This design comes from an exercise in tuning for small area and a short achievable clock period on the open sky130 flow, not from production work. In this exercise RTL edits were held to simulation tests only and were not proved equivalent to the original. Power is estimated from default activity; no workload was simulated.

==> design.v <==
module alu16bit (
  input clk,
  input reset,
  input [2:0] operation,
  input [15:0] operand_A,
  input [15:0] operand_B,
  output reg [31:0] result,
  output reg carry_flag,
  output reg zero_flag
);
  wire [15:0] a = operand_A;
  wire [15:0] b = operand_B;
  wire is_add = ~reset & (operation == 3'd0);
  wire is_sub = ~reset & (operation == 3'd1);
  wire is_mul = ~reset & (operation == 3'd2);
  wire [15:0] m = is_mul ? b : {15'd0, is_add | is_sub};
  reg [15:0] cv;
  always @(*) begin
    if (reset) cv = 16'd0;
    else
    case (operation)
      3'd0: cv = b;
      3'd1: cv = ~b;
      3'd3: cv = a & b;
      3'd4: cv = a | b;
      3'd5: cv = ~(a & b);
      3'd6: cv = ~(a | b);
      3'd7: cv = a ^ b;
      default: cv = 16'd0;
    endcase
  end
  wire cin = is_sub;
  wire [15:0] cvn;
  wire t00 = ~(is_sub | (~reset & (operation == 3'd5 || operation == 3'd6)));
  wire t01 = ~(is_add | (~reset & (operation == 3'd4 || operation == 3'd5 || operation == 3'd7)));
  wire t10 = ~(is_sub | (~reset & (operation == 3'd4 || operation == 3'd5 || operation == 3'd7)));
  wire t11 = ~(is_add | (~reset & (operation == 3'd3 || operation == 3'd4)));
  genvar cb;
  generate for (cb = 0; cb < 16; cb = cb + 1) begin : g_cv
    cvbit ucv (a[cb], b[cb], t00, t01, t10, t11, cvn[cb]);
  end endgenerate
  wire is_sub_n = ~is_sub;
  wire [15:0] an = ~a;
  wire [15:0] mn = ~m;
  wire p1;
  nor2 up1 (an[0], mn[0], p1);
  wire p2;
  nor2 up2 (an[1], mn[0], p2);
  wire p3;
  nor2 up3 (an[2], mn[0], p3);
  wire p4;
  nor2 up4 (an[3], mn[0], p4);
  wire p5;
  nor2 up5 (an[4], mn[0], p5);
  wire p6;
  nor2 up6 (an[5], mn[0], p6);
  wire p7;
  nor2 up7 (an[6], mn[0], p7);
  wire p8;
  nor2 up8 (an[7], mn[0], p8);
  wire p9;
  nor2 up9 (an[8], mn[0], p9);
  wire p10;
  nor2 up10 (an[9], mn[0], p10);
  wire p11;
  nor2 up11 (an[10], mn[0], p11);
  wire p12;
  nor2 up12 (an[11], mn[0], p12);
  wire p13;
  nor2 up13 (an[12], mn[0], p13);
  wire p14;
  nor2 up14 (an[13], mn[0], p14);
  wire p15;
  nor2 up15 (an[14], mn[0], p15);
  wire p16;
  nor2 up16 (an[15], mn[0], p16);
  wire p17;
  o21ai up17 (an[0], mn[1], cvn[1], p17);
  wire p18;
  o21ai up18 (an[1], mn[1], cvn[2], p18);
  wire p19;
  o21ai up19 (an[2], mn[1], cvn[3], p19);
  wire p20;
  o21ai up20 (an[3], mn[1], cvn[4], p20);
  wire p21;
  o21ai up21 (an[4], mn[1], cvn[5], p21);
  wire p22;
  o21ai up22 (an[5], mn[1], cvn[6], p22);
  wire p23;
  o21ai up23 (an[6], mn[1], cvn[7], p23);
  wire p24;
  o21ai up24 (an[7], mn[1], cvn[8], p24);
  wire p25;
  o21ai up25 (an[8], mn[1], cvn[9], p25);
  wire p26;
  o21ai up26 (an[9], mn[1], cvn[10], p26);
  wire p27;
  o21ai up27 (an[10], mn[1], cvn[11], p27);
  wire p28;
  o21ai up28 (an[11], mn[1], cvn[12], p28);
  wire p29;
  o21ai up29 (an[12], mn[1], cvn[13], p29);
  wire p30;
  o21ai up30 (an[13], mn[1], cvn[14], p30);
  wire p31;
  o21ai up31 (an[14], mn[1], cvn[15], p31);
  wire p32;
  nor2 up32 (an[15], mn[1], p32);
  wire p33;
  nor2 up33 (an[0], mn[2], p33);
  wire p34;
  nor2 up34 (an[1], mn[2], p34);
  wire p35;
  nor2 up35 (an[2], mn[2], p35);
  wire p36;
  nor2 up36 (an[3], mn[2], p36);
  wire p37;
  nor2 up37 (an[4], mn[2], p37);
  wire p38;
  nor2 up38 (an[5], mn[2], p38);
  wire p39;
  nor2 up39 (an[6], mn[2], p39);
  wire p40;
  nor2 up40 (an[7], mn[2], p40);
  wire p41;
  nor2 up41 (an[8], mn[2], p41);
  wire p42;
  nor2 up42 (an[9], mn[2], p42);
  wire p43;
  nor2 up43 (an[10], mn[2], p43);
  wire p44;
  nor2 up44 (an[11], mn[2], p44);
  wire p45;
  nor2 up45 (an[12], mn[2], p45);
  wire p46;
  nor2 up46 (an[13], mn[2], p46);
  wire p47;
  nor2 up47 (an[14], mn[2], p47);
  wire p48;
  nor2 up48 (an[15], mn[2], p48);
  wire p49;
  nor2 up49 (an[0], mn[3], p49);
  wire p50;
  nor2 up50 (an[1], mn[3], p50);
  wire p51;
  nor2 up51 (an[2], mn[3], p51);
  wire p52;
  nor2 up52 (an[3], mn[3], p52);
  wire p53;
  nor2 up53 (an[4], mn[3], p53);
  wire p54;
  nor2 up54 (an[5], mn[3], p54);
  wire p55;
  nor2 up55 (an[6], mn[3], p55);
  wire p56;
  nor2 up56 (an[7], mn[3], p56);
  wire p57;
  nor2 up57 (an[8], mn[3], p57);
  wire p58;
  nor2 up58 (an[9], mn[3], p58);
  wire p59;
  nor2 up59 (an[10], mn[3], p59);
  wire p60;
  nor2 up60 (an[11], mn[3], p60);
  wire p61;
  nor2 up61 (an[12], mn[3], p61);
  wire p62;
  nor2 up62 (an[13], mn[3], p62);
  wire p63;
  nor2 up63 (an[14], mn[3], p63);
  wire p64;
  nor2 up64 (an[15], mn[3], p64);
  wire p65;
  nor2 up65 (an[0], mn[4], p65);
  wire p66;
  nor2 up66 (an[1], mn[4], p66);
  wire p67;
  nor2 up67 (an[2], mn[4], p67);
  wire p68;
  nor2 up68 (an[3], mn[4], p68);
  wire p69;
  nor2 up69 (an[4], mn[4], p69);
  wire p70;
  nor2 up70 (an[5], mn[4], p70);
  wire p71;
  nor2 up71 (an[6], mn[4], p71);
  wire p72;
  nor2 up72 (an[7], mn[4], p72);
  wire p73;
  nor2 up73 (an[8], mn[4], p73);
  wire p74;
  nor2 up74 (an[9], mn[4], p74);
  wire p75;
  nor2 up75 (an[10], mn[4], p75);
  wire p76;
  nor2 up76 (an[11], mn[4], p76);
  wire p77;
  nor2 up77 (an[12], mn[4], p77);
  wire p78;
  nor2 up78 (an[13], mn[4], p78);
  wire p79;
  nor2 up79 (an[14], mn[4], p79);
  wire p80;
  nor2 up80 (an[15], mn[4], p80);
  wire p81;
  nor2 up81 (an[0], mn[5], p81);
  wire p82;
  nor2 up82 (an[1], mn[5], p82);
  wire p83;
  nor2 up83 (an[2], mn[5], p83);
  wire p84;
  nor2 up84 (an[3], mn[5], p84);
  wire p85;
  nor2 up85 (an[4], mn[5], p85);
  wire p86;
  nor2 up86 (an[5], mn[5], p86);
  wire p87;
  nor2 up87 (an[6], mn[5], p87);
  wire p88;
  nor2 up88 (an[7], mn[5], p88);
  wire p89;
  nor2 up89 (an[8], mn[5], p89);
  wire p90;
  nor2 up90 (an[9], mn[5], p90);
  wire p91;
  nor2 up91 (an[10], mn[5], p91);
  wire p92;
  nor2 up92 (an[11], mn[5], p92);
  wire p93;
  nor2 up93 (an[12], mn[5], p93);
  wire p94;
  nor2 up94 (an[13], mn[5], p94);
  wire p95;
  nor2 up95 (an[14], mn[5], p95);
  wire p96;
  nor2 up96 (an[15], mn[5], p96);
  wire p97;
  nor2 up97 (an[0], mn[6], p97);
  wire p98;
  nor2 up98 (an[1], mn[6], p98);
  wire p99;
  nor2 up99 (an[2], mn[6], p99);
  wire p100;
  nor2 up100 (an[3], mn[6], p100);
  wire p101;
  nor2 up101 (an[4], mn[6], p101);
  wire p102;
  nor2 up102 (an[5], mn[6], p102);
  wire p103;
  nor2 up103 (an[6], mn[6], p103);
  wire p104;
  nor2 up104 (an[7], mn[6], p104);
  wire p105;
  nor2 up105 (an[8], mn[6], p105);
  wire p106;
  nor2 up106 (an[9], mn[6], p106);
  wire p107;
  nor2 up107 (an[10], mn[6], p107);
  wire p108;
  nor2 up108 (an[11], mn[6], p108);
  wire p109;
  nor2 up109 (an[12], mn[6], p109);
  wire p110;
  nor2 up110 (an[13], mn[6], p110);
  wire p111;
  nor2 up111 (an[14], mn[6], p111);
  wire p112;
  nor2 up112 (an[15], mn[6], p112);
  wire p113;
  nor2 up113 (an[0], mn[7], p113);
  wire p114;
  nor2 up114 (an[1], mn[7], p114);
  wire p115;
  nor2 up115 (an[2], mn[7], p115);
  wire p116;
  nor2 up116 (an[3], mn[7], p116);
  wire p117;
  nor2 up117 (an[4], mn[7], p117);
  wire p118;
  nor2 up118 (an[5], mn[7], p118);
  wire p119;
  nor2 up119 (an[6], mn[7], p119);
  wire p120;
  nor2 up120 (an[7], mn[7], p120);
  wire p121;
  nor2 up121 (an[8], mn[7], p121);
  wire p122;
  nor2 up122 (an[9], mn[7], p122);
  wire p123;
  nor2 up123 (an[10], mn[7], p123);
  wire p124;
  nor2 up124 (an[11], mn[7], p124);
  wire p125;
  nor2 up125 (an[12], mn[7], p125);
  wire p126;
  nor2 up126 (an[13], mn[7], p126);
  wire p127;
  nor2 up127 (an[14], mn[7], p127);
  wire p128;
  nor2 up128 (an[15], mn[7], p128);
  wire p129;
  nor2 up129 (an[0], mn[8], p129);
  wire p130;
  nor2 up130 (an[1], mn[8], p130);
  wire p131;
  nor2 up131 (an[2], mn[8], p131);
  wire p132;
  nor2 up132 (an[3], mn[8], p132);
  wire p133;
  nor2 up133 (an[4], mn[8], p133);
  wire p134;
  nor2 up134 (an[5], mn[8], p134);
  wire p135;
  nor2 up135 (an[6], mn[8], p135);
  wire p136;
  nor2 up136 (an[7], mn[8], p136);
  wire p137;
  nor2 up137 (an[8], mn[8], p137);
  wire p138;
  nor2 up138 (an[9], mn[8], p138);
  wire p139;
  nor2 up139 (an[10], mn[8], p139);
  wire p140;
  nor2 up140 (an[11], mn[8], p140);
  wire p141;
  nor2 up141 (an[12], mn[8], p141);
  wire p142;
  nor2 up142 (an[13], mn[8], p142);
  wire p143;
  nor2 up143 (an[14], mn[8], p143);
  wire p144;
  nor2 up144 (an[15], mn[8], p144);
  wire p145;
  nor2 up145 (an[0], mn[9], p145);
  wire p146;
  nor2 up146 (an[1], mn[9], p146);
  wire p147;
  nor2 up147 (an[2], mn[9], p147);
  wire p148;
  nor2 up148 (an[3], mn[9], p148);
  wire p149;
  nor2 up149 (an[4], mn[9], p149);
  wire p150;
  nor2 up150 (an[5], mn[9], p150);
  wire p151;
  nor2 up151 (an[6], mn[9], p151);
  wire p152;
  nor2 up152 (an[7], mn[9], p152);
  wire p153;
  nor2 up153 (an[8], mn[9], p153);
  wire p154;
  nor2 up154 (an[9], mn[9], p154);
  wire p155;
  nor2 up155 (an[10], mn[9], p155);
  wire p156;
  nor2 up156 (an[11], mn[9], p156);
  wire p157;
  nor2 up157 (an[12], mn[9], p157);
  wire p158;
  nor2 up158 (an[13], mn[9], p158);
  wire p159;
  nor2 up159 (an[14], mn[9], p159);
  wire p160;
  nor2 up160 (an[15], mn[9], p160);
  wire p161;
  nor2 up161 (an[0], mn[10], p161);
  wire p162;
  nor2 up162 (an[1], mn[10], p162);
  wire p163;
  nor2 up163 (an[2], mn[10], p163);
  wire p164;
  nor2 up164 (an[3], mn[10], p164);
  wire p165;
  nor2 up165 (an[4], mn[10], p165);
  wire p166;
  nor2 up166 (an[5], mn[10], p166);
  wire p167;
  nor2 up167 (an[6], mn[10], p167);
  wire p168;
  nor2 up168 (an[7], mn[10], p168);
  wire p169;
  nor2 up169 (an[8], mn[10], p169);
  wire p170;
  nor2 up170 (an[9], mn[10], p170);
  wire p171;
  nor2 up171 (an[10], mn[10], p171);
  wire p172;
  nor2 up172 (an[11], mn[10], p172);
  wire p173;
  nor2 up173 (an[12], mn[10], p173);
  wire p174;
  nor2 up174 (an[13], mn[10], p174);
  wire p175;
  nor2 up175 (an[14], mn[10], p175);
  wire p176;
  nor2 up176 (an[15], mn[10], p176);
  wire p177;
  nor2 up177 (an[0], mn[11], p177);
  wire p178;
  nor2 up178 (an[1], mn[11], p178);
  wire p179;
  nor2 up179 (an[2], mn[11], p179);
  wire p180;
  nor2 up180 (an[3], mn[11], p180);
  wire p181;
  nor2 up181 (an[4], mn[11], p181);
  wire p182;
  nor2 up182 (an[5], mn[11], p182);
  wire p183;
  nor2 up183 (an[6], mn[11], p183);
  wire p184;
  nor2 up184 (an[7], mn[11], p184);
  wire p185;
  nor2 up185 (an[8], mn[11], p185);
  wire p186;
  nor2 up186 (an[9], mn[11], p186);
  wire p187;
  nor2 up187 (an[10], mn[11], p187);
  wire p188;
  nor2 up188 (an[11], mn[11], p188);
  wire p189;
  nor2 up189 (an[12], mn[11], p189);
  wire p190;
  nor2 up190 (an[13], mn[11], p190);
  wire p191;
  nor2 up191 (an[14], mn[11], p191);
  wire p192;
  nor2 up192 (an[15], mn[11], p192);
  wire p193;
  nor2 up193 (an[0], mn[12], p193);
  wire p194;
  nor2 up194 (an[1], mn[12], p194);
  wire p195;
  nor2 up195 (an[2], mn[12], p195);
  wire p196;
  nor2 up196 (an[3], mn[12], p196);
  wire p197;
  nor2 up197 (an[4], mn[12], p197);
  wire p198;
  nor2 up198 (an[5], mn[12], p198);
  wire p199;
  nor2 up199 (an[6], mn[12], p199);
  wire p200;
  nor2 up200 (an[7], mn[12], p200);
  wire p201;
  nor2 up201 (an[8], mn[12], p201);
  wire p202;
  nor2 up202 (an[9], mn[12], p202);
  wire p203;
  nor2 up203 (an[10], mn[12], p203);
  wire p204;
  nor2 up204 (an[11], mn[12], p204);
  wire p205;
  nor2 up205 (an[12], mn[12], p205);
  wire p206;
  nor2 up206 (an[13], mn[12], p206);
  wire p207;
  nor2 up207 (an[14], mn[12], p207);
  wire p208;
  nor2 up208 (an[15], mn[12], p208);
  wire p209;
  nor2 up209 (an[0], mn[13], p209);
  wire p210;
  nor2 up210 (an[1], mn[13], p210);
  wire p211;
  nor2 up211 (an[2], mn[13], p211);
  wire p212;
  nor2 up212 (an[3], mn[13], p212);
  wire p213;
  nor2 up213 (an[4], mn[13], p213);
  wire p214;
  nor2 up214 (an[5], mn[13], p214);
  wire p215;
  nor2 up215 (an[6], mn[13], p215);
  wire p216;
  nor2 up216 (an[7], mn[13], p216);
  wire p217;
  nor2 up217 (an[8], mn[13], p217);
  wire p218;
  nor2 up218 (an[9], mn[13], p218);
  wire p219;
  nor2 up219 (an[10], mn[13], p219);
  wire p220;
  nor2 up220 (an[11], mn[13], p220);
  wire p221;
  nor2 up221 (an[12], mn[13], p221);
  wire p222;
  nor2 up222 (an[13], mn[13], p222);
  wire p223;
  nor2 up223 (an[14], mn[13], p223);
  wire p224;
  nor2 up224 (an[15], mn[13], p224);
  wire p225;
  nor2 up225 (an[0], mn[14], p225);
  wire p226;
  nor2 up226 (an[1], mn[14], p226);
  wire p227;
  nor2 up227 (an[2], mn[14], p227);
  wire p228;
  nor2 up228 (an[3], mn[14], p228);
  wire p229;
  nor2 up229 (an[4], mn[14], p229);
  wire p230;
  nor2 up230 (an[5], mn[14], p230);
  wire p231;
  nor2 up231 (an[6], mn[14], p231);
  wire p232;
  nor2 up232 (an[7], mn[14], p232);
  wire p233;
  nor2 up233 (an[8], mn[14], p233);
  wire p234;
  nor2 up234 (an[9], mn[14], p234);
  wire p235;
  nor2 up235 (an[10], mn[14], p235);
  wire p236;
  nor2 up236 (an[11], mn[14], p236);
  wire p237;
  nor2 up237 (an[12], mn[14], p237);
  wire p238;
  nor2 up238 (an[13], mn[14], p238);
  wire p239;
  nor2 up239 (an[14], mn[14], p239);
  wire p240;
  nor2 up240 (an[15], mn[14], p240);
  wire p241;
  nor2 up241 (an[0], mn[15], p241);
  wire p242;
  o21ai up242 (an[1], mn[15], is_sub_n, p242);
  wire p243;
  o21ai up243 (an[2], mn[15], is_sub_n, p243);
  wire p244;
  o21ai up244 (an[3], mn[15], is_sub_n, p244);
  wire p245;
  o21ai up245 (an[4], mn[15], is_sub_n, p245);
  wire p246;
  o21ai up246 (an[5], mn[15], is_sub_n, p246);
  wire p247;
  o21ai up247 (an[6], mn[15], is_sub_n, p247);
  wire p248;
  o21ai up248 (an[7], mn[15], is_sub_n, p248);
  wire p249;
  o21ai up249 (an[8], mn[15], is_sub_n, p249);
  wire p250;
  o21ai up250 (an[9], mn[15], is_sub_n, p250);
  wire p251;
  o21ai up251 (an[10], mn[15], is_sub_n, p251);
  wire p252;
  o21ai up252 (an[11], mn[15], is_sub_n, p252);
  wire p253;
  o21ai up253 (an[12], mn[15], is_sub_n, p253);
  wire p254;
  o21ai up254 (an[13], mn[15], is_sub_n, p254);
  wire p255;
  o21ai up255 (an[14], mn[15], is_sub_n, p255);
  wire p256;
  o21ai up256 (an[15], mn[15], is_sub_n, p256);
  wire n257, n258;
  ha un257 (p14, p44, n257, n258);
  wire n259, n260;
  fa un259 (p15, p45, p60, n259, n260);
  wire n261, n262;
  ha un261 (p75, p90, n261, n262);
  wire n263, n264;
  fa un263 (p16, p46, p61, n263, n264);
  wire n265, n266;
  fa un265 (p76, p91, p106, n265, n266);
  wire n267, n268;
  ha un267 (p121, p136, n267, n268);
  wire n269, n270;
  fa un269 (p32, p47, p62, n269, n270);
  wire n271, n272;
  fa un271 (p77, p92, p107, n271, n272);
  wire n273, n274;
  ha un273 (p122, p137, n273, n274);
  wire n275, n276;
  fa un275 (p48, p63, p78, n275, n276);
  wire n277, n278;
  fa un277 (p93, p108, p123, n277, n278);
  wire n279, n280;
  fa un279 (p64, p79, p94, n279, n280);
  wire n281, n282;
  ha un281 (p10, p40, n281, n282);
  wire n283, n284;
  fa un283 (p11, p41, p56, n283, n284);
  wire n285, n286;
  ha un285 (p71, p86, n285, n286);
  wire n287, n288;
  fa un287 (p12, p42, p57, n287, n288);
  wire n289, n290;
  fa un289 (p72, p87, p102, n289, n290);
  wire n291, n292;
  ha un291 (p117, p132, n291, n292);
  wire n293, n294;
  fa un293 (p13, p43, p58, n293, n294);
  wire n295, n296;
  fa un295 (p73, p88, p103, n295, n296);
  wire n297, n298;
  fa un297 (p118, p133, p148, n297, n298);
  wire n299, n300;
  ha un299 (p163, p178, n299, n300);
  wire n301, n302;
  fa un301 (p59, p74, p89, n301, n302);
  wire n303, n304;
  fa un303 (p104, p119, p134, n303, n304);
  wire n305, n306;
  fa un305 (p149, p164, p179, n305, n306);
  wire n307, n308;
  fa un307 (p194, p209, p29, n307, n308);
  wire n309, n310;
  fa un309 (p105, p120, p135, n309, n310);
  wire n311, n312;
  fa un311 (p150, p165, p180, n311, n312);
  wire n313, n314;
  fa un313 (p195, p210, p225, n313, n314);
  wire n315, n316;
  fa un315 (p30, n258, n261, n315, n316);
  wire n317, n318;
  fa un317 (p151, p166, p181, n317, n318);
  wire n319, n320;
  fa un319 (p196, p211, p226, n319, n320);
  wire n321, n322;
  fa un321 (p241, p31, n262, n321, n322);
  wire n323, n324;
  fa un323 (n267, n260, n263, n323, n324);
  wire n325, n326;
  fa un325 (p152, p167, p182, n325, n326);
  wire n327, n328;
  fa un327 (p197, p212, p227, n327, n328);
  wire n329, n330;
  fa un329 (p242, n268, n273, n329, n330);
  wire n331, n332;
  fa un331 (n264, n266, n269, n331, n332);
  wire n333, n334;
  fa un333 (p138, p153, p168, n333, n334);
  wire n335, n336;
  fa un335 (p183, p198, p213, n335, n336);
  wire n337, n338;
  fa un337 (p228, p243, n274, n337, n338);
  wire n339, n340;
  fa un339 (n270, n272, n275, n339, n340);
  wire n341, n342;
  fa un341 (p109, p124, p139, n341, n342);
  wire n343, n344;
  fa un343 (p154, p169, p184, n343, n344);
  wire n345, n346;
  fa un345 (p199, p214, p229, n345, n346);
  wire n347, n348;
  fa un347 (p244, n276, n278, n347, n348);
  wire n349, n350;
  fa un349 (p80, p95, p110, n349, n350);
  wire n351, n352;
  fa un351 (p125, p140, p155, n351, n352);
  wire n353, n354;
  fa un353 (p170, p185, p200, n353, n354);
  wire n355, n356;
  fa un355 (p215, p230, p245, n355, n356);
  wire n357, n358;
  fa un357 (p96, p111, p126, n357, n358);
  wire n359, n360;
  fa un359 (p141, p156, p171, n359, n360);
  wire n361, n362;
  fa un361 (p186, p201, p216, n361, n362);
  wire n363, n364;
  fa un363 (p112, p127, p142, n363, n364);
  wire n365, n366;
  fa un365 (p157, p172, p187, n365, n366);
  wire n367, n368;
  fa un367 (p128, p143, p158, n367, n368);
  wire n369, n370;
  ha un369 (p7, p37, n369, n370);
  wire n371, n372;
  fa un371 (p8, p38, p53, n371, n372);
  wire n373, n374;
  ha un373 (p68, p83, n373, n374);
  wire n375, n376;
  fa un375 (p9, p39, p54, n375, n376);
  wire n377, n378;
  fa un377 (p69, p84, p99, n377, n378);
  wire n379, n380;
  ha un379 (p114, p129, n379, n380);
  wire n381, n382;
  fa un381 (p55, p70, p85, n381, n382);
  wire n383, n384;
  fa un383 (p100, p115, p130, n383, n384);
  wire n385, n386;
  fa un385 (p145, p25, n281, n385, n386);
  wire n387, n388;
  fa un387 (p101, p116, p131, n387, n388);
  wire n389, n390;
  fa un389 (p146, p161, p26, n389, n390);
  wire n391, n392;
  fa un391 (n282, n285, n283, n391, n392);
  wire n393, n394;
  fa un393 (p147, p162, p177, n393, n394);
  wire n395, n396;
  fa un395 (p27, n286, n291, n395, n396);
  wire n397, n398;
  fa un397 (n284, n287, n289, n397, n398);
  wire n399, n400;
  fa un399 (p193, p28, n292, n399, n400);
  wire n401, n402;
  fa un401 (n299, n288, n290, n401, n402);
  wire n403, n404;
  fa un403 (n293, n295, n297, n403, n404);
  wire n405, n406;
  fa un405 (n300, n257, n294, n405, n406);
  wire n407, n408;
  fa un407 (n296, n298, n301, n407, n408);
  wire n409, n410;
  fa un409 (n303, n305, n307, n409, n410);
  wire n411, n412;
  fa un411 (n302, n304, n306, n411, n412);
  wire n413, n414;
  fa un413 (n308, n259, n309, n413, n414);
  wire n415, n416;
  fa un415 (n311, n313, n315, n415, n416);
  wire n417, n418;
  fa un417 (n310, n312, n314, n417, n418);
  wire n419, n420;
  fa un419 (n265, n317, n319, n419, n420);
  wire n421, n422;
  fa un421 (n316, n321, n323, n421, n422);
  wire n423, n424;
  fa un423 (n318, n320, n271, n423, n424);
  wire n425, n426;
  fa un425 (n325, n327, n322, n425, n426);
  wire n427, n428;
  fa un427 (n329, n324, n331, n427, n428);
  wire n429, n430;
  fa un429 (n326, n328, n277, n429, n430);
  wire n431, n432;
  fa un431 (n333, n335, n330, n431, n432);
  wire n433, n434;
  fa un433 (n337, n332, n339, n433, n434);
  wire n435, n436;
  fa un435 (n334, n336, n279, n435, n436);
  wire n437, n438;
  fa un437 (n341, n343, n345, n437, n438);
  wire n439, n440;
  fa un439 (n338, n340, n347, n439, n440);
  wire n441, n442;
  fa un441 (n342, n344, n346, n441, n442);
  wire n443, n444;
  fa un443 (n280, n349, n351, n443, n444);
  wire n445, n446;
  fa un445 (n353, n355, n348, n445, n446);
  wire n447, n448;
  fa un447 (p231, p246, n350, n447, n448);
  wire n449, n450;
  fa un449 (n352, n354, n356, n449, n450);
  wire n451, n452;
  fa un451 (n357, n359, n361, n451, n452);
  wire n453, n454;
  fa un453 (p202, p217, p232, n453, n454);
  wire n455, n456;
  fa un455 (p247, n358, n360, n455, n456);
  wire n457, n458;
  fa un457 (n362, n363, n365, n457, n458);
  wire n459, n460;
  fa un459 (p173, p188, p203, n459, n460);
  wire n461, n462;
  fa un461 (p218, p233, p248, n461, n462);
  wire n463, n464;
  fa un463 (n364, n366, n367, n463, n464);
  wire n465, n466;
  fa un465 (p144, p159, p174, n465, n466);
  wire n467, n468;
  fa un467 (p189, p204, p219, n467, n468);
  wire n469, n470;
  fa un469 (p234, p249, n368, n469, n470);
  wire n471, n472;
  fa un471 (p160, p175, p190, n471, n472);
  wire n473, n474;
  fa un473 (p205, p220, p235, n473, n474);
  wire n475, n476;
  fa un475 (p176, p191, p206, n475, n476);
  wire n477, n478;
  ha un477 (p5, p35, n477, n478);
  wire n479, n480;
  fa un479 (p6, p36, p51, n479, n480);
  wire n481, n482;
  ha un481 (p66, p81, n481, n482);
  wire n483, n484;
  fa un483 (p52, p67, p82, n483, n484);
  wire n485, n486;
  fa un485 (p97, p22, n369, n485, n486);
  wire n487, n488;
  fa un487 (p98, p113, p23, n487, n488);
  wire n489, n490;
  fa un489 (n370, n373, n371, n489, n490);
  wire n491, n492;
  fa un491 (p24, n374, n379, n491, n492);
  wire n493, n494;
  fa un493 (n372, n375, n377, n493, n494);
  wire n495, n496;
  fa un495 (n380, n376, n378, n495, n496);
  wire n497, n498;
  fa un497 (n381, n383, n385, n497, n498);
  wire n499, n500;
  fa un499 (n382, n384, n387, n499, n500);
  wire n501, n502;
  fa un501 (n389, n386, n391, n501, n502);
  wire n503, n504;
  fa un503 (n388, n390, n393, n503, n504);
  wire n505, n506;
  fa un505 (n395, n392, n397, n505, n506);
  wire n507, n508;
  fa un507 (n394, n396, n399, n507, n508);
  wire n509, n510;
  fa un509 (n398, n401, n403, n509, n510);
  wire n511, n512;
  fa un511 (n400, n402, n404, n511, n512);
  wire n513, n514;
  fa un513 (n405, n407, n409, n513, n514);
  wire n515, n516;
  fa un515 (n406, n408, n411, n515, n516);
  wire n517, n518;
  fa un517 (n410, n413, n415, n517, n518);
  wire n519, n520;
  fa un519 (n412, n414, n417, n519, n520);
  wire n521, n522;
  fa un521 (n419, n416, n421, n521, n522);
  wire n523, n524;
  fa un523 (n418, n420, n423, n523, n524);
  wire n525, n526;
  fa un525 (n425, n422, n427, n525, n526);
  wire n527, n528;
  fa un527 (n424, n429, n426, n527, n528);
  wire n529, n530;
  fa un529 (n431, n428, n433, n529, n530);
  wire n531, n532;
  fa un531 (n430, n435, n437, n531, n532);
  wire n533, n534;
  fa un533 (n432, n434, n439, n533, n534);
  wire n535, n536;
  fa un535 (n436, n438, n441, n535, n536);
  wire n537, n538;
  fa un537 (n443, n445, n440, n537, n538);
  wire n539, n540;
  fa un539 (n442, n444, n447, n539, n540);
  wire n541, n542;
  fa un541 (n449, n451, n446, n541, n542);
  wire n543, n544;
  fa un543 (n453, n448, n450, n543, n544);
  wire n545, n546;
  fa un545 (n452, n455, n457, n545, n546);
  wire n547, n548;
  fa un547 (n454, n459, n461, n547, n548);
  wire n549, n550;
  fa un549 (n456, n458, n463, n549, n550);
  wire n551, n552;
  fa un551 (n460, n462, n465, n551, n552);
  wire n553, n554;
  fa un553 (n467, n464, n469, n553, n554);
  wire n555, n556;
  fa un555 (p250, n466, n468, n555, n556);
  wire n557, n558;
  fa un557 (n471, n473, n470, n557, n558);
  wire n559, n560;
  fa un559 (p221, p236, p251, n559, n560);
  wire n561, n562;
  fa un561 (n472, n474, n475, n561, n562);
  wire n563, n564;
  fa un563 (p192, p207, p222, n563, n564);
  wire n565, n566;
  fa un565 (p237, p252, n476, n565, n566);
  wire n567, n568;
  fa un567 (p208, p223, p238, n567, n568);
  wire n569, n570;
  ha un569 (p4, p34, n569, n570);
  wire n571, n572;
  fa un571 (p50, p65, p20, n571, n572);
  wire n573, n574;
  fa un573 (p21, n478, n481, n573, n574);
  wire n575, n576;
  fa un575 (n482, n480, n483, n575, n576);
  wire n577, n578;
  fa un577 (n484, n487, n486, n577, n578);
  wire n579, n580;
  fa un579 (n488, n491, n490, n579, n580);
  wire n581, n582;
  fa un581 (n492, n494, n495, n581, n582);
  wire n583, n584;
  fa un583 (n496, n499, n498, n583, n584);
  wire n585, n586;
  fa un585 (n500, n503, n502, n585, n586);
  wire n587, n588;
  fa un587 (n504, n507, n506, n587, n588);
  wire n589, n590;
  fa un589 (n508, n510, n511, n589, n590);
  wire n591, n592;
  fa un591 (n512, n515, n514, n591, n592);
  wire n593, n594;
  fa un593 (n516, n519, n518, n593, n594);
  wire n595, n596;
  fa un595 (n520, n523, n522, n595, n596);
  wire n597, n598;
  fa un597 (n524, n527, n526, n597, n598);
  wire n599, n600;
  fa un599 (n528, n531, n533, n599, n600);
  wire n601, n602;
  fa un601 (n532, n535, n534, n601, n602);
  wire n603, n604;
  fa un603 (n536, n539, n538, n603, n604);
  wire n605, n606;
  fa un605 (n540, n543, n545, n605, n606);
  wire n607, n608;
  fa un607 (n547, n544, n546, n607, n608);
  wire n609, n610;
  fa un609 (n548, n551, n550, n609, n610);
  wire n611, n612;
  fa un611 (n552, n555, n557, n611, n612);
  wire n613, n614;
  fa un613 (n559, n556, n561, n613, n614);
  wire n615, n616;
  fa un615 (n560, n563, n562, n615, n616);
  wire n617, n618;
  fa un617 (p253, n564, n567, n617, n618);
  wire n619, n620;
  fa un619 (p224, p239, p254, n619, n620);
  wire n621, n622;
  ha un621 (p3, p33, n621, n622);
  wire n623, n624;
  fa un623 (p49, p19, n569, n623, n624);
  wire n625, n626;
  fa un625 (n570, n477, n571, n625, n626);
  wire n627, n628;
  fa un627 (n572, n479, n573, n627, n628);
  wire n629, n630;
  fa un629 (n574, n485, n575, n629, n630);
  wire n631, n632;
  fa un631 (n576, n489, n577, n631, n632);
  wire n633, n634;
  fa un633 (n493, n578, n579, n633, n634);
  wire n635, n636;
  fa un635 (n497, n580, n581, n635, n636);
  wire n637, n638;
  fa un637 (n582, n501, n583, n637, n638);
  wire n639, n640;
  fa un639 (n505, n584, n585, n639, n640);
  wire n641, n642;
  fa un641 (n509, n586, n587, n641, n642);
  wire n643, n644;
  fa un643 (n513, n588, n589, n643, n644);
  wire n645, n646;
  fa un645 (n517, n590, n591, n645, n646);
  wire n647, n648;
  fa un647 (n592, n521, n593, n647, n648);
  wire n649, n650;
  fa un649 (n525, n594, n595, n649, n650);
  wire n651, n652;
  fa un651 (n529, n596, n597, n651, n652);
  wire n653, n654;
  fa un653 (n530, n598, n599, n653, n654);
  wire n655, n656;
  fa un655 (n537, n600, n601, n655, n656);
  wire n657, n658;
  fa un657 (n541, n602, n603, n657, n658);
  wire n659, n660;
  fa un659 (n542, n605, n604, n659, n660);
  wire n661, n662;
  fa un661 (n549, n607, n606, n661, n662);
  wire n663, n664;
  fa un663 (n553, n608, n609, n663, n664);
  wire n665, n666;
  fa un665 (n554, n610, n611, n665, n666);
  wire n667, n668;
  fa un667 (n558, n613, n612, n667, n668);
  wire n669, n670;
  fa un669 (n565, n614, n615, n669, n670);
  wire n671, n672;
  fa un671 (n566, n617, n616, n671, n672);
  wire n673, n674;
  fa un673 (n568, n619, n618, n673, n674);
  wire n675, n676;
  fa un675 (p240, p255, n620, n675, n676);
  wire n677, n678;
  fa un677 (cin, p1, cv[0], n677, n678);
  wire n679, n680;
  fa un679 (p2, p17, n678, n679, n680);
  wire n681, n682;
  fa un681 (p18, n621, n680, n681, n682);
  wire n683, n684;
  fa un683 (n622, n623, n682, n683, n684);
  wire n685, n686;
  fa un685 (n624, n625, n684, n685, n686);
  wire n687, n688;
  fa un687 (n626, n627, n686, n687, n688);
  wire n689, n690;
  ha un689 (n628, n629, n689, n690);
  wire n691, n692;
  ha un691 (n630, n631, n691, n692);
  wire n693, n694;
  ha un693 (n632, n633, n693, n694);
  wire n695, n696;
  ha un695 (n634, n635, n695, n696);
  wire n697, n698;
  ha un697 (n636, n637, n697, n698);
  wire n699, n700;
  ha un699 (n638, n639, n699, n700);
  wire n701, n702;
  ha un701 (n640, n641, n701, n702);
  wire n703, n704;
  ha un703 (n642, n643, n703, n704);
  wire n705, n706;
  ha un705 (n644, n645, n705, n706);
  wire n707, n708;
  ha un707 (n646, n647, n707, n708);
  wire n709, n710;
  ha un709 (n648, n649, n709, n710);
  wire n711, n712;
  ha un711 (n650, n651, n711, n712);
  wire n713, n714;
  ha un713 (n652, n653, n713, n714);
  wire n715, n716;
  ha un715 (n654, n655, n715, n716);
  wire n717, n718;
  ha un717 (n656, n657, n717, n718);
  wire n719, n720;
  ha un719 (n658, n659, n719, n720);
  wire n721, n722;
  ha un721 (n660, n661, n721, n722);
  wire n723, n724;
  ha un723 (n662, n663, n723, n724);
  wire n725, n726;
  ha un725 (n664, n665, n725, n726);
  wire n727, n728;
  ha un727 (n666, n667, n727, n728);
  wire n729, n730;
  ha un729 (n668, n669, n729, n730);
  wire n731, n732;
  ha un731 (n670, n671, n731, n732);
  wire n733, n734;
  ha un733 (n672, n673, n733, n734);
  wire n735, n736;
  ha un735 (n674, n675, n735, n736);
  wire n737, n738;
  ha un737 (n676, p256, n737, n738);
  wire n739;
  aoi21 un739 (n689, n688, n690, n739);
  wire n740;
  aoi21 un740 (n693, n692, n694, n740);
  wire n741;
  nand2 un741 (n693, n691, n741);
  wire n742;
  aoi21 un742 (n697, n696, n698, n742);
  wire n743;
  nand2 un743 (n697, n695, n743);
  wire n744;
  aoi21 un744 (n701, n700, n702, n744);
  wire n745;
  nand2 un745 (n701, n699, n745);
  wire n746;
  aoi21 un746 (n705, n704, n706, n746);
  wire n747;
  nand2 un747 (n705, n703, n747);
  wire n748;
  aoi21 un748 (n709, n708, n710, n748);
  wire n749;
  nand2 un749 (n709, n707, n749);
  wire n750;
  aoi21 un750 (n713, n712, n714, n750);
  wire n751;
  nand2 un751 (n713, n711, n751);
  wire n752;
  aoi21 un752 (n717, n716, n718, n752);
  wire n753;
  nand2 un753 (n717, n715, n753);
  wire n754;
  aoi21 un754 (n721, n720, n722, n754);
  wire n755;
  nand2 un755 (n721, n719, n755);
  wire n756;
  aoi21 un756 (n725, n724, n726, n756);
  wire n757;
  nand2 un757 (n725, n723, n757);
  wire n758;
  aoi21 un758 (n729, n728, n730, n758);
  wire n759;
  nand2 un759 (n729, n727, n759);
  wire n760;
  aoi21 un760 (n733, n732, n734, n760);
  wire n761;
  nand2 un761 (n733, n731, n761);
  wire n762;
  aoi21 un762 (n737, n736, n738, n762);
  wire n763;
  nand2 un763 (n737, n735, n763);
  wire n764;
  oai21 un764 (n741, n739, n740, n764);
  wire n765;
  oai21 un765 (n745, n742, n744, n765);
  wire n766;
  nor2 un766 (n745, n743, n766);
  wire n767;
  oai21 un767 (n749, n746, n748, n767);
  wire n768;
  nor2 un768 (n749, n747, n768);
  wire n769;
  oai21 un769 (n753, n750, n752, n769);
  wire n770;
  nor2 un770 (n753, n751, n770);
  wire n771;
  oai21 un771 (n757, n754, n756, n771);
  wire n772;
  nor2 un772 (n757, n755, n772);
  wire n773;
  oai21 un773 (n761, n758, n760, n773);
  wire n774;
  nor2 un774 (n761, n759, n774);
  wire n775;
  aoi21 un775 (n766, n764, n765, n775);
  wire n776;
  aoi21 un776 (n770, n767, n769, n776);
  wire n777;
  nand2 un777 (n770, n768, n777);
  wire n778;
  aoi21 un778 (n774, n771, n773, n778);
  wire n779;
  nand2 un779 (n774, n772, n779);
  wire n780;
  oai21 un780 (n777, n775, n776, n780);
  wire n781;
  inv1 un781 (n780, n781);
  wire n782;
  oai21 un782 (n779, n781, n778, n782);
  wire n783;
  inv1 un783 (n775, n783);
  wire n784;
  aoi21 un784 (n768, n783, n767, n784);
  wire n785;
  aoi21 un785 (n772, n780, n771, n785);
  wire n786;
  inv1 un786 (n764, n786);
  wire n787;
  oai21 un787 (n743, n786, n742, n787);
  wire n788;
  oai21 un788 (n747, n775, n746, n788);
  wire n789;
  oai21 un789 (n751, n784, n750, n789);
  wire n790;
  inv1 un790 (n780, n790);
  wire n791;
  oai21 un791 (n755, n790, n754, n791);
  wire n792;
  oai21 un792 (n759, n785, n758, n792);
  wire n793;
  inv1 un793 (n782, n793);
  wire n794;
  oai21 un794 (n763, n793, n762, n794);
  wire n795;
  inv1 un795 (n739, n795);
  wire n796;
  aoi21 un796 (n691, n795, n692, n796);
  wire n797;
  aoi21 un797 (n695, n764, n696, n797);
  wire n798;
  aoi21 un798 (n699, n787, n700, n798);
  wire n799;
  inv1 un799 (n775, n799);
  wire n800;
  aoi21 un800 (n703, n799, n704, n800);
  wire n801;
  aoi21 un801 (n707, n788, n708, n801);
  wire n802;
  inv1 un802 (n784, n802);
  wire n803;
  aoi21 un803 (n711, n802, n712, n803);
  wire n804;
  aoi21 un804 (n715, n789, n716, n804);
  wire n805;
  aoi21 un805 (n719, n780, n720, n805);
  wire n806;
  aoi21 un806 (n723, n791, n724, n806);
  wire n807;
  inv1 un807 (n785, n807);
  wire n808;
  aoi21 un808 (n727, n807, n728, n808);
  wire n809;
  aoi21 un809 (n731, n792, n732, n809);
  wire n810;
  aoi21 un810 (n735, n782, n736, n810);
  wire n811;
  aoi21 un811 (is_sub, n794, 1'b0, n811);
  wire n812;
  xor2 un812 (n689, n688, n812);
  wire n813;
  xnor2 un813 (n691, n739, n813);
  wire n814;
  xnor2 un814 (n693, n796, n814);
  wire n815;
  xor2 un815 (n695, n764, n815);
  wire n816;
  xnor2 un816 (n697, n797, n816);
  wire n817;
  xor2 un817 (n699, n787, n817);
  wire n818;
  xnor2 un818 (n701, n798, n818);
  wire n819;
  xnor2 un819 (n703, n775, n819);
  wire n820;
  xnor2 un820 (n705, n800, n820);
  wire n821;
  xor2 un821 (n707, n788, n821);
  wire n822;
  xnor2 un822 (n709, n801, n822);
  wire n823;
  xnor2 un823 (n711, n784, n823);
  wire n824;
  xnor2 un824 (n713, n803, n824);
  wire n825;
  xor2 un825 (n715, n789, n825);
  wire n826;
  xnor2 un826 (n717, n804, n826);
  wire n827;
  xor2 un827 (n719, n780, n827);
  wire n828;
  xnor2 un828 (n721, n805, n828);
  wire n829;
  xor2 un829 (n723, n791, n829);
  wire n830;
  xnor2 un830 (n725, n806, n830);
  wire n831;
  xnor2 un831 (n727, n785, n831);
  wire n832;
  xnor2 un832 (n729, n808, n832);
  wire n833;
  xor2 un833 (n731, n792, n833);
  wire n834;
  xnor2 un834 (n733, n809, n834);
  wire n835;
  xor2 un835 (n735, n782, n835);
  wire n836;
  xnor2 un836 (n737, n810, n836);
  wire n837;
  xor2 un837 (is_sub, n794, n837);
  wire [31:0] s = {n837, n836, n835, n834, n833, n832, n831, n830, n829, n828, n827, n826, n825, n824, n823, n822, n821, n820, n819, n818, n817, n816, n815, n814, n813, n812, n687, n685, n683, n681, n679, n677};
  wire borrow = is_sub & s[16];
  wire zero_lo = (s[15:0] == 16'd0);
  wire zero_mul = (a == 16'd0) | (b == 16'd0);
  wire [31:0] r = s;
  wire z = ~reset & (is_mul ? zero_mul : zero_lo);
  always @(posedge clk) begin
    result     <= r;
    carry_flag <= borrow;
    zero_flag  <= z;
  end
endmodule
module fa (input a, input b, input c, output s, output co);
  assign s = a ^ b ^ c;
  assign co = (a & b) | (a & c) | (b & c);
endmodule
module ha (input a, input b, output s, output co);
  assign s = a ^ b;
  assign co = a & b;
endmodule
module xor2 (input a, input b, output y);
  assign y = a ^ b;
endmodule
module xnor2 (input a, input b, output y);
  assign y = ~(a ^ b);
endmodule
module nand2 (input a, input b, output y);
  assign y = ~(a & b);
endmodule
module nor2 (input a, input b, output y);
  assign y = ~(a | b);
endmodule
module inv1 (input a, output y);
  assign y = ~a;
endmodule
module cvbit (input a, input b, input t00, input t01, input t10, input t11, output y);
  assign y = a ? (b ? t11 : t10) : (b ? t01 : t00);
endmodule
module aoi21 (input a, input b, input c, output y);
  assign y = ~((a & b) | c);
endmodule
module o21ai (input a, input b, input c, output y);
  assign y = ~((a | b) & c);
endmodule
module oai21 (input a, input b, input c, output y);
  assign y = ~((a | b) & c);
endmodule
==> flow/run.sh <==
#!/bin/bash
# The standard layout, with the port buffers made of plain buffers (sky130
# buf_1, which the resizer may upsize) instead of the delay-cell buffers that
# buffer_ports picks by default.
set -euo pipefail
export BUFFER_PORTS_ARGS="-buffer_cell sky130_fd_sc_hd__buf_1"
bash standard.sh > standard.log 2>&1
==> standard.sh <==
#!/bin/bash
# synth_recipe.tcl (not shown) runs the flow's synth.tcl, then flattens the netlist and writes it again
# the make line also repeats each setting of config.mk as NAME=value (left out here)
make -C /OpenROAD-flow-scripts/flow DESIGN_CONFIG=/design/flow/config.mk WORK_HOME=/design/flow/orfs CLKGATE_MAP_FILE= SYNTH_SCRIPT=/design/flow/synth_recipe.tcl "${@:-finish}"
==> config.mk <==
export PLATFORM = sky130hd
export DESIGN_NAME = alu16bit
export DESIGN_NICKNAME = alu16bit
export VERILOG_FILES = /design/flow/design.v
export SDC_FILE = /design/flow/constraint.sdc
export NUM_CORES = 4
export LEC_CHECK = 0
export ABC_AREA = 0
export CAP_MARGIN = 20
export CORE_MARGIN = 2
export CORE_UTILIZATION = 40
export GPL_TIMING_DRIVEN = 0
export SLEW_MARGIN = 20
export SYNTH_HIERARCHICAL = 1
==> constraint.sdc <==
create_clock -name core_clock -period 7.2 [get_ports {clk}]
set_input_delay 1.4400 -clock core_clock [delete_from_list [all_inputs] [get_ports {clk}]]
set_output_delay 1.4400 -clock core_clock [all_outputs]
set_load 0.01 [all_outputs]
==> results of run 1 <==
[power by group]
| group | internal, W | switching (W) | total (W) |
|---|---|---|---|
| clock | 0.000199 | 0.0000952 | 0.000294 |
| sequential | 0.000227 | 0.00000777 | 0.000235 |
| combinational | 0.000142 | 0.000242 | 0.000384 |
| total | 0.000568 | 0.000345 | 0.000913 |
[per-stage QoR]
step / util, % / std cells
final: 45.7 / 1040
after global routing: 45.7 / 1039
after CTS: 45.4 / 1039
after detailed placement: 43.9 / 1027
after global placement: 43.9 / 1027
after floorplan: - / 726
[worst max-delay path by stage]
stage	start	endpoint
floorplan	operation[0]	result[31]
global placement	operation[1]	result[31]
detailed placement	operation[1]	result[31]
CTS	operation[1]	result[31]
global route	operation[1]	result[31]
finish	operation[0]	result[31]
[critical path, stage by stage]
cell      delay, ns
buf_6          0.11
nand2b_4       0.16
nor3_4         0.23
buf_12         0.15
nand2_2        0.27
nor2_1         0.25
fa_1           0.46
fa_1           0.40
fa_1           0.54
fa_1           0.43
fa_1           0.51
fa_1           0.41
ha_1           0.35
nand2_1        0.09
nor2_1         0.20
nand2_1        0.12
o21ai_4        0.27
inv_1          0.09
o21ai_2        0.21
inv_1          0.06
o21ai_1        0.16
xor2_1         0.16
[final cells by class]
type	instances	area, sq um	share of cell area [%]
tap	234	293	3.41
clock inverter	3	68.8	0.802
inverter	28	109	1.27
antenna	1	2.50	0.0292
multi-input combinational	660	6970	81.2
timing repair buffer	71	295	3.44
clock buffer	5	125	1.46
sequential	34	681	7.93
buffer	4	38.8	0.452
[cells by family (layout without fill, tap and decap cells)]
| kind of cell | after synthesis | count (layout) | share of synthesized area [%] |
|---|---|---|---|
| XOR/XNOR | 26 | 26 | 2.96 |
| multiplexers | 16 | 16 | 4.52 |
| AND/OR/NAND/NOR | 291 | 291 | 15.5 |
| buffers and inverters | 32 | 111 | 1.87 |
| other | 0 | 1 | 0 |
| AO/OA/AOI/OAI | 84 | 84 | 7.26 |
| flip-flops | 34 | 34 | 8.84 |
| adder cells (fa/ha/maj) | 243 | 243 | 59.1 |
[per-module statistics from Yosys, one instance, submodules excluded]
module | times used | area [sq um] | flip-flops and latches | cells
oai21 | 14 | 5.00 | 0 | 1
aoi21 | 30 | 8.76 | 0 | 1
nor2 | 231 | 3.75 | 0 | 1
nand2 | 14 | 3.75 | 0 | 1
inv1 | 9 | 3.75 | 0 | 1
alu16bit | 1 | 1170 | 34 | 116
xor2 | 10 | 8.76 | 0 | 1
o21ai | 30 | 5.00 | 0 | 1
ha | 40 | 12.5 | 0 | 1
xnor2 | 16 | 8.76 | 0 | 1
cvbit | 15 | 22.5 | 0 | 1
fa | 201 | 20.0 | 0 | 1
[synthesized netlist by cell type, drive strengths merged (3+ instances only)]
| cell type | count | area, sq um |
|---|---|---|
| a21oi | 32 | 273 |
| buf | 4 | 38.8 |
| dfxtp | 34 | 681 |
| fa | 201 | 4020 |
| ha | 42 | 526 |
| inv | 28 | 105 |
| mux4 | 15 | 338 |
| nand2 | 31 | 116 |
| nand2b | 5 | 46.3 |
| nand4 | 3 | 18.8 |
| nor2 | 235 | 882 |
| nor4 | 12 | 87.6 |
| o21ai | 45 | 225 |
| xnor2 | 16 | 140 |
| xor2 | 10 | 87.6 |
[per-layer routing]
layer | vias to the layer above | share of wire [%]
met5 | - | 0
met4 | 0 | 3.2
met3 | 49 | 6.6
met2 | 249 | 49
met1 | 3127 | 41
li1 | 2533 | -
[flip-flops by register name (all words and copies together) (netlist names)]
register,cells
zero_flag,1
carry_flag,1
result,32
[placed cells by master (no fill, tap or decap), types with 5 or more instances in the layout]
| master | instances |
|---|---|
| nor2_1 | 235 |
| nand2_2 | 9 |
| clkbuf_16 | 5 |
| inv_1 | 27 |
| dfxtp_1 | 34 |
| mux4_2 | 15 |
| o21ai_1 | 42 |
| fa_1 | 201 |
| nand2_4 | 5 |
| nand2_1 | 17 |
| ha_1 | 42 |
| xnor2_1 | 16 |
| buf_1 | 66 |
| nor4_1 | 10 |
| xor2_1 | 10 |
| a21oi_2 | 29 |
[repair_timing]
item | CTS | global route
resized for setup | 12 | 16
setup buffers | 4 | 0
pin swaps | 1 | 0
hold buffers | 0 | 0
setup endpoints to repair | 11 | 9
gates cloned | 0 | 0
==> run summary, run 1 <==
fraction of layout cells with a size suffix above 1 a little over a tenth; CORE AREA approximately 0.019 sq mm; Initial Util around two fifths; vias between 5000 and 6000; Area Overhead vs Synth 11.5%; Synthesis Warnings 7; setup TNS 0 ns; met1 usage in global routing 29.8%; clk root buf clkbuf_16; vias in the first global route 6570; clock sinks 34; Worst slew margin between 40% and 50%; initial antenna violation count 0; status no timing/DRC/antenna violations; cells after synthesis between 700 and 800; CTS clk-pin slew, worst paths around 0.060 ns; Hold Path Stages 3; RSZ-0062 raised after global routing false; DP Area just over 0.008 sq mm; worst IR drop on VDD between 0.06 and 0.07 mV; first-pass GRT wire length 34900 microns; CTS tree yes; # DRC 0; Synth Cell Area between 0.007 and 0.008 sq mm; Net Count, Synth approximately 1000; Hold Slack ~1.5 ns; DRT Pass-1 Iters 5; WS Path Type primary input to flop; post-DP HPWL ~16000 microns; IO Port Bufs 67; CTS HTree Levels 2; Chip Width approximately 140 microns; Routed WL per cell between 20 and 25 microns; # setup viols final 0; fmax between 0.1 and 0.15 GHz; 1st-iter DRT viols roughly 370; crit path launch type primary input; CP arrival a little over 7 ns; gpl congestion approximately 0.89; gr usage total between 20% and 30%; Synth async-reset ratio 0%; Post-Layout Inst Area 0.00858 sq mm; Min-Delay Endpoint result[31]; pwr dens around 110 mW/mm^2; Max Cap Viol 0; Slew Viols, Final 0; CTS max path bufs 2; Final Power 0.000913 W; GR Util met3 roughly 4.1%; crit end category flop; fill count around 1800; pin count of the biggest net entering global routing 18; grt peak-use layer met2; Top Ports 71; nets ~1100; Synth Flop Type dfxtp_1; worst hold path class primary input to flop; number of distinct library cells after synthesis 33; Final Routed Wirelength about 22000 microns; total global routing overflow 0; register area share after synthesis just under 9%; PnR worst setup slack between 0.3 and 0.4 ns; Die Height roughly 140 microns; Worst-Margin Slew between 0.7 and 0.8 ns; Vias per Instance approximately 5.7; min cycle time layout slightly below 7 ns; worst endpoint required time approximately 7.4 ns; Hold Path Origin reset; ANT nets after route 0; number of synthesized flops with an enable pin 0; Leak approximately 4.3 nW; final period utilization between 90% and 100%; final hold viol count 0; number of core rows 50; critical-path maximum fanout 16; FF+latch count, synth 34; met2 Use GR a little under 40%; Avg Cell Area, Syn between 10 and 15 sq um; die area around 0.020 sq mm; CTS buffer count 5; pre-CTS WS -0.825 ns
==> inputs of run 2 (changes only) <==
--- a/config.mk
+++ b/config.mk
@@ -11,4 +11,5 @@
 export CORE_UTILIZATION = 40
 export GPL_TIMING_DRIVEN = 0
+export PLACE_DENSITY = 0.8
 export SLEW_MARGIN = 20
 export SYNTH_HIERARCHICAL = 1
==> run 2 against run 1 <==
Critical path depth grew 1. Still clean. Routed wire length shrank 1.6%. Synthesized cell count is the same. Via count grew 4.2%. Global-route usage shrank 0.70 points. Setup slack lost 0.056 ns. Fmax shrank 0.81%. Critical endpoint unchanged. First-iteration DRC count grew 39%.
==> run summary, run 2 <==
status no timing/DRC/antenna violations; Vias per Instance 5.98 (+4.5%); Area Overhead vs Synth 11.2%; number of core rows 50 (unchanged); Chip Width 143 microns (unchanged); Synth Cell Area 0.00770 sq mm (unchanged); critical-path maximum fanout 16 (unchanged); IO Port Bufs 67 (unchanged); most numerous cell in the Yosys netlist nor2_1; number of distinct library cells after synthesis 33 (unchanged); fill count 1708 (-4.6%); Initial Util 41.0% (unchanged); min cycle time layout 6.89 ns (+0.0560 ns); post-DP HPWL 15700 microns (-2.5%); 1st-iter DRT viols 518 (+39%); gr usage total 22.0% (-0.70 points); area leader, netlist fa_1; register area share after synthesis 8.84% (unchanged); gpl congestion 0.939 (+5.5%); WS Path Type primary input to flop; nets 1082 (-0.18%); Avg Cell Area, Syn 10.6 sq um (unchanged); WP buf/inv 5 (+1); Top reg by flops result; crit end category flop; final hold viol count 0 (unchanged); cells after synthesis 726 (unchanged); CTS tree yes; worst endpoint required time 7.35 ns (-0.07 ns); crit-path most repeated cell fa_1; final period utilization 95.7% (+0.78 points); Worst slew margin 46.1% (-2.8 points); CTS clk-pin slew, worst paths 0.07 ns (about the same); ANT nets after route 0 (unchanged); crit path launch type primary input; Post-Layout Inst Area 0.00856 sq mm (-0.29%); DP Area 0.00824 sq mm (unchanged); Routed WL per cell 20.6 microns (-1.4%); DRT Pass-1 Iters 5 (unchanged); Synthesis Warnings 7 (unchanged); total global routing overflow 0 (unchanged); CP max stage delay 0.53 ns (about the same); FF+latch count, synth 34 (unchanged); Ant. Diodes 0 (-1); number of synthesized flops with an enable pin 0 (unchanged); CTS max path bufs 2 (unchanged); die area 0.0204 sq mm (unchanged); # DRC 0 (unchanged); pwr dens 107 mW/mm^2 (+0.60%); Max Cap Viol 0 (unchanged); slowest stage cell on the critical path fa_1; Synth Flop Type dfxtp_1; Leak 4.24 nW (-0.20%); fraction of layout cells with a size suffix above 1 10.7% (-0.22 points); CTS HTree Levels 2 (unchanged); Worst-Margin Slew 0.808 ns (+0.0418 ns); Die Height 143 microns (unchanged); flip-flop count of the largest register after layout 32 (unchanged); Synth top cells by count 235 x nor2_1, 201 x fa_1, 44 x o21ai_1, 42 x ha_1, 34 x dfxtp_1; most frequent cells in the layout 234 x nor2_1, 201 x fa_1, 66 x buf_1, 42 x ha_1, 42 x o21ai_1; pin count of the biggest net entering global routing 18 (unchanged); Final Power 0.000916 W (+0.31%); Cell Chain, Critical Path clkbuf_2, nand2b_4, nor3_4, buf_12, buf_6, nand2_2, nor2_1, fa_1, fa_1, fa_1, fa_1, fa_1, fa_1, ha_1, nand2_1, nor2_1, nand2_1, o21ai_4, inv_1, o21ai_2, inv_1, o21ai_1, xor2_1; vias in the first global route 6721 (+2.3%); CTS buffer count 5 (unchanged); fmax 0.145 GHz (-0.81%); Slew Viols, Final 0 (unchanged); clk root buf clkbuf_16; most common cell after layout, fill and taps aside nor2_1; hold_buf cts 0 (unchanged); biggest registers after layout result: 32 flops, carry_flag: 1 flops, zero_flag: 1 flops; Synth async-reset ratio 0% (unchanged); initial antenna violation count 0 (unchanged); first-pass GRT wire length 34200 microns (-2.0%); Final Routed Wirelength 21400 microns (-1.6%); worst IR drop on VDD 0.126 mV (+87%); Worst path top cell family by delay adder cells; CORE AREA 0.0188 sq mm (unchanged); Top Ports 71 (unchanged); # setup viols final 0 (unchanged); Net Count, Synth 1006 (unchanged); worst hold path class primary input to flop; clock sinks 34 (unchanged); CP arrival 7.04 ns (about the same); synth top area cells fa_1 52%, nor2_1 11%, dfxtp_1 8.8%, ha_1 6.8%, mux4_2 4.4%; Synth top area share 52.3% (unchanged); vias 6206 (+4.2%)
-- run 2: cell types whose count changed in the layout (fill, tap and decap cells not counted) --
cell        previous run  this run
buf_4                  3         1
clkinvlp_4             1         0
diode_2                1         0
inv_1                 27        28
nor2_1               235       234
nor2_2                 0         1
nor3_2                 0         1
nor3_4                 2         1
-- run 2: area by class of cell --
cell class | instances | area [sq um] | area share, %
repair buffers | 69 | 280 | 3.27
inverters | 28 | 105 | 1.23
flip-flops and latches | 34 | 681 | 7.95
clock inverters | 3 | 68.8 | 0.804
plain buffers | 4 | 38.8 | 0.453
well taps | 234 | 293 | 3.42
multi-input cells | 660 | 6970 | 81.4
clock buffers | 5 | 125 | 1.46
-- run 2: logic make-up after synthesis --
| group | Yosys count | synth area share [%] |
|---|---|---|
| and+or+nand+nor | 291 | 15.5 |
| buffers and inverters | 32 | 1.87 |
| xor gates and xnor gates | 26 | 2.96 |
| DFF | 34 | 8.84 |
| adders and majority gates | 243 | 59.1 |
| muxes | 16 | 4.52 |
| AOI/OAI and AO/OA | 84 | 7.26 |
-- run 2: repair_timing --
action                                  in CTS  in global routing
endpoints found under the setup margin      10                  9
hold endpoints to repair                     0                  0
pin swaps                                    1                  0
cloned                                       0                  0
gates resized for setup                     17                 10
setup buffers                                2                  0
-- run 2: path summary, 6_finish.rpt --
path	startpoint	endpoint	slack (ns)	depth (start not counted)
max	operation[1]	result[31]	0.31	23
min	reset	result[31]	1.58	3
-- run 2: through the flow --
stage	instances	setup TNS (ns)	util [%]	hold WS, ns	setup slack [ns]
after floorplan	726	0	-	1.72	0.369
after global placement	1027	-4.99	43.9	1.83	-0.732
after detailed placement	1027	-5.68	43.9	1.82	-0.799
after CTS	1037	0	45.4	1.59	0.0254
after global routing	1037	-0.00331	45.6	1.62	-0.00331
final	1037	0	45.6	1.58	0.307
-- run 2: per-module statistics from Yosys (local to each module, per instance) --
| module | area [sq um] | copies in the design | cells | flip-flops and latches |
|---|---|---|---|---|
| cvbit | 22.5 | 15 | 1 | 0 |
| nand2 | 3.75 | 14 | 1 | 0 |
| aoi21 | 8.76 | 30 | 1 | 0 |
| o21ai | 5.00 | 30 | 1 | 0 |
| xor2 | 8.76 | 10 | 1 | 0 |
| alu16bit | 1170 | 1 | 116 | 34 |
| ha | 12.5 | 40 | 1 | 0 |
| oai21 | 5.00 | 14 | 1 | 0 |
| fa | 20.0 | 201 | 1 | 0 |
| inv1 | 3.75 | 9 | 1 | 0 |
| xnor2 | 8.76 | 16 | 1 | 0 |
| nor2 | 3.75 | 231 | 1 | 0 |
-- run 2: layer usage --
metal	wire, microns	global-route usage, %
met1	7660	27.4
met2	10200	35.9
met3	2710	6.54
met4	794	8.86
met5	0	0
-- run 2: where the power goes --
part | internal, W | switching (W)
logic | 0.000142 | 0.000243
registers | 0.000227 | 0.00000859
clock network | 0.000199 | 0.0000963
total | 0.000569 | 0.000348
==> inputs of run 3 (changes only) <==
--- a/config.mk
+++ b/config.mk
@@ -11,5 +11,5 @@
 export CORE_UTILIZATION = 40
 export GPL_TIMING_DRIVEN = 0
-export PLACE_DENSITY = 0.8
+export SETUP_SLACK_MARGIN = 0.5
 export SLEW_MARGIN = 20
 export SYNTH_HIERARCHICAL = 1
==> run 3 against run 2 <==
Still clean on timing, DRC and antenna. Total power is 2.2% higher. Global-route usage is 0.82 points higher. Non-clock buffer count is 20 higher. Via count is 2.8% lower. Utilization is 2.3 points higher. Synthesized area stayed put. Die area stayed put. Critical path type unchanged. Highest routed layer unchanged.
==> run summary, run 3 <==
status no timing/DRC/antenna violations; number of core rows 50 (unchanged); most common cell after layout, fill and taps aside nor2_1; CTS buffer count 5 (unchanged); Initial Util 41.0% (unchanged); initial antenna violation count 0 (unchanged); CP arrival 6.67 ns (-0.37 ns); Top Ports 71 (unchanged); crit end category flop; final hold viol count 0 (unchanged); total global routing overflow 0 (unchanged); setup TNS 0 ns (unchanged); CTS clk-pin slew, worst paths 0.06 ns (about the same); area leader, netlist fa_1; Max Cap Viol 0 (unchanged); fmax 0.154 GHz (+6.1%); flip-flop count of the largest register after layout 32 (unchanged); worst hold path class primary input to flop; FF+latch count, synth 34 (unchanged); Synth Flop Type dfxtp_1; sequential share of power 25.1% (-0.6 points); synth top area cells fa_1 52%, nor2_1 11%, dfxtp_1 8.8%, ha_1 6.8%, mux4_2 4.4%; die area 0.0204 sq mm (unchanged); worst endpoint required time 7.37 ns (+0.02 ns); nets 1102 (+1.8%); pin count of the biggest net entering global routing 17 (-1); vias 6031 (-2.8%); Chip Width 143 microns (unchanged); Synth Cell Area 0.00770 sq mm (unchanged); CORE AREA 0.0188 sq mm (unchanged); Worst-Margin Slew 0.826 ns (+0.0174 ns); Net Count, Synth 1006 (unchanged); most numerous cell in the Yosys netlist nor2_1; RSZ-0062 raised after global routing false; Top reg by flops result; first-pass GRT wire length 35300 microns (+3.2%); fraction of layout cells with a size suffix above 1 15.9% (+5.2 points); WS Path Type primary input to flop; placed insts 1027 (unchanged); post-DP HPWL 15800 microns (+1.0%); Ant. Diodes 0 (unchanged); CTS tree yes; # DRC 0 (unchanged); biggest registers after layout result: 32 flops, carry_flag: 1 flops, zero_flag: 1 flops; Final Power 0.000937 W (+2.2%); DRT Pass-1 Iters 5 (unchanged); Psw 0.000355 W (+2.1%); CTS HTree Levels 2 (unchanged); Leak 4.38 nW (+3.2%); Routed WL per cell 20.8 microns (+0.72%); switching part of the total power 37.9% (-0.041 points); register area share after synthesis 8.84% (unchanged); gpl congestion 0.897 (-4.4%); 1st-iter DRT viols 425 (-18%); Avg Cell Area, Syn 10.6 sq um (unchanged); Worst slew margin 44.9% (-1.2 points); crit path launch type primary input; vias in the first global route 6514 (-3.1%); # setup viols final 0 (unchanged); ANT nets after route 0 (unchanged); clock sinks 34 (unchanged); most frequent cells in the layout 226 x nor2_1, 199 x fa_1, 66 x buf_1, 38 x ha_1, 38 x o21ai_1; clk root buf clkbuf_16; Post-Layout Cell Count 1057 (+1.9%); number of synthesized flops with an enable pin 0 (unchanged); Pint 0.000582 W (+2.3%); Final Routed Wirelength 21900 microns (+2.7%); critical-path maximum fanout 13 (-3); Synth top cells by count 235 x nor2_1, 201 x fa_1, 44 x o21ai_1, 42 x ha_1, 34 x dfxtp_1; Synthesis Warnings 7 (unchanged); Die Height 143 microns (unchanged); combinational share of power 43.6% (+1.6 points); CTS max path bufs 2 (unchanged); cells after synthesis 726 (unchanged); IO Port Bufs 67 (unchanged); Clk pwr share 31.2% (-1.1 points); pwr dens 104 mW/mm^2 (-2.6%); Synth top area share 52.3% (unchanged); gr usage total 22.8% (+0.82 points); Vias per Instance 5.71 (-4.7%); Synth async-reset ratio 0% (unchanged); final period utilization 90.2% (-5.5 points); number of distinct library cells after synthesis 33 (unchanged); min cycle time layout 6.49 ns (-0.399 ns); worst IR drop on VDD 0.0762 mV (-40%); Area Overhead vs Synth 16.7%; Slew Viols, Final 0 (unchanged)
[run 3: final timing paths]
| kind | from | end | slack, ns | cells past startpoint |
|---|---|---|---|---|
| worst max-delay path | operation[0] | result[24] | 0.71 | 22 |
| worst min-delay path | reset | result[31] | 1.58 | 3 |
[run 3: layout make-up]
| cell class | instances | area, sq um |
|---|---|---|
| Buffer | 4 | 47.5 |
| Clock buffer | 5 | 125 |
| Clock inverter | 3 | 68.8 |
| Fill cell | 1770 | 9780 |
| Inverter | 28 | 113 |
| Multi-Input combinational cell | 660 | 7210 |
| Sequential cell | 34 | 681 |
| Tap cell | 234 | 293 |
| Timing Repair Buffer | 89 | 449 |
[run 3: cells by family (layout without fill, tap and decap cells)]
group                    count (synthesis)  after routing  synth area share (%)
AO/OA/AOI/OAI                           84             84                  7.26
XOR/XNOR                                26             26                  2.96
adder cells (fa/ha/maj)                243            243                  59.1
buffers and inverters                   32            129                  1.87
flip-flops                              34             34                  8.84
multiplexers                            16             16                  4.52
AND/OR/NAND/NOR                        291            291                  15.5
[run 3: critical path, stage by stage]
cell	delay (ns)
buf_6	0.11
nand2b_4	0.16
nor3_4	0.15
buf_12	0.17
buf_6	0.14
nand2_8	0.12
nor2_4	0.14
fa_1	0.45
fa_2	0.56
fa_1	0.42
fa_1	0.40
fa_1	0.47
fa_1	0.52
ha_4	0.31
nand2_1	0.07
nor2_2	0.13
nand2_1	0.11
o21ai_4	0.25
inv_1	0.09
o21ai_2	0.22
a21oi_2	0.08
xnor2_1	0.13
[run 3: what timing repair did]
action,in CTS,in global routing
hold buffers,0,0
setup endpoints to repair,20,10
setup buffers,5,17
cloned,0,0
resized for setup,38,36
pin swaps,3,6
hold endpoints to repair,0,0
[run 3: per-module statistics from Yosys (local to each module, per instance)]
module / cells / times used / flops+latches / area, sq um
fa: 1 / 201 / 0 / 20.0
inv1: 1 / 9 / 0 / 3.75
alu16bit: 116 / 1 / 34 / 1170
cvbit: 1 / 15 / 0 / 22.5
o21ai: 1 / 30 / 0 / 5.00
nand2: 1 / 14 / 0 / 3.75
aoi21: 1 / 30 / 0 / 8.76
xnor2: 1 / 16 / 0 / 8.76
oai21: 1 / 14 / 0 / 5.00
nor2: 1 / 231 / 0 / 3.75
xor2: 1 / 10 / 0 / 8.76
ha: 1 / 40 / 0 / 12.5
[run 3: per-stage QoR]
stage | hold slack (ns) | area, sq um | worst slack [ns] | util, %
finish | 1.58 | 8990 | 0.706 | 47.9
floorplan | 1.72 | 7710 | 0.507 | -
global placement | 1.83 | 8260 | -0.547 | 44.0
global route | 1.59 | 8990 | 0.475 | 47.9
detailed placement | 1.82 | 8260 | -0.519 | 44.0
CTS | 1.59 | 8670 | 0.512 | 46.2
[run 3: power by group through the flow]
stage | clock network (W) | logic, W | registers (W)
final | 0.000293 | 0.000409 | 0.000236
after global routing | 0.000305 | 0.000453 | 0.000240
after CTS | 0.000297 | 0.000394 | 0.000236
after detailed placement | 0 | 0.000377 | 0.000240
after global placement | 0 | 0.000377 | 0.000239
after floorplan | 0 | 0.000236 | 0.000262
[run 3: routing by layer]
layer / vias to the layer above / global-route usage, % / part of all wire [%]
met5: - / 0 / 0
met4: 0 / 7.19 / 3.1
met3: 52 / 3.39 / 7.1
met2: 281 / 37.7 / 50
met1: 3136 / 31.1 / 40
li1: 2562 / - / -

-- separate check: timing with driven ports --
The results above use ideal ports. As a check the final layouts listed here were re-extracted and re-timed, cells and wires unchanged.
Step 1 sets driving cells, clkbuf_16 on the clock port and buf_2 on the other inputs (assumed; they add their load-dependent delay and slew).
Step 2 also shifts input and output timing later by t, the mid clock arrival at the registers, as if the neighbouring blocks saw the same clock.
a / b / c = ideal ports / drivers / drivers and shift; a / b = the first two.
run	t (ns)	slack for setup (ns)	hold WS [ns]	pins driven straight from the clock port
run 1	0.332	0.363 / 0.375 / 0.043	1.548 / 1.541 / 1.846	1
run 2	0.331	0.307 / 0.316 / -0.015	1.580 / 1.580 / 1.842	1
run 3	0.326	0.706 / 0.714 / 0.389	1.575 / 1.573 / 1.846	1
Met with ideal ports but missed after step 2: setup timing in run 2. For run 2, which loses most, drivers alone change the setup slack by +0.009 ns; drivers and shift together by -0.322 ns.
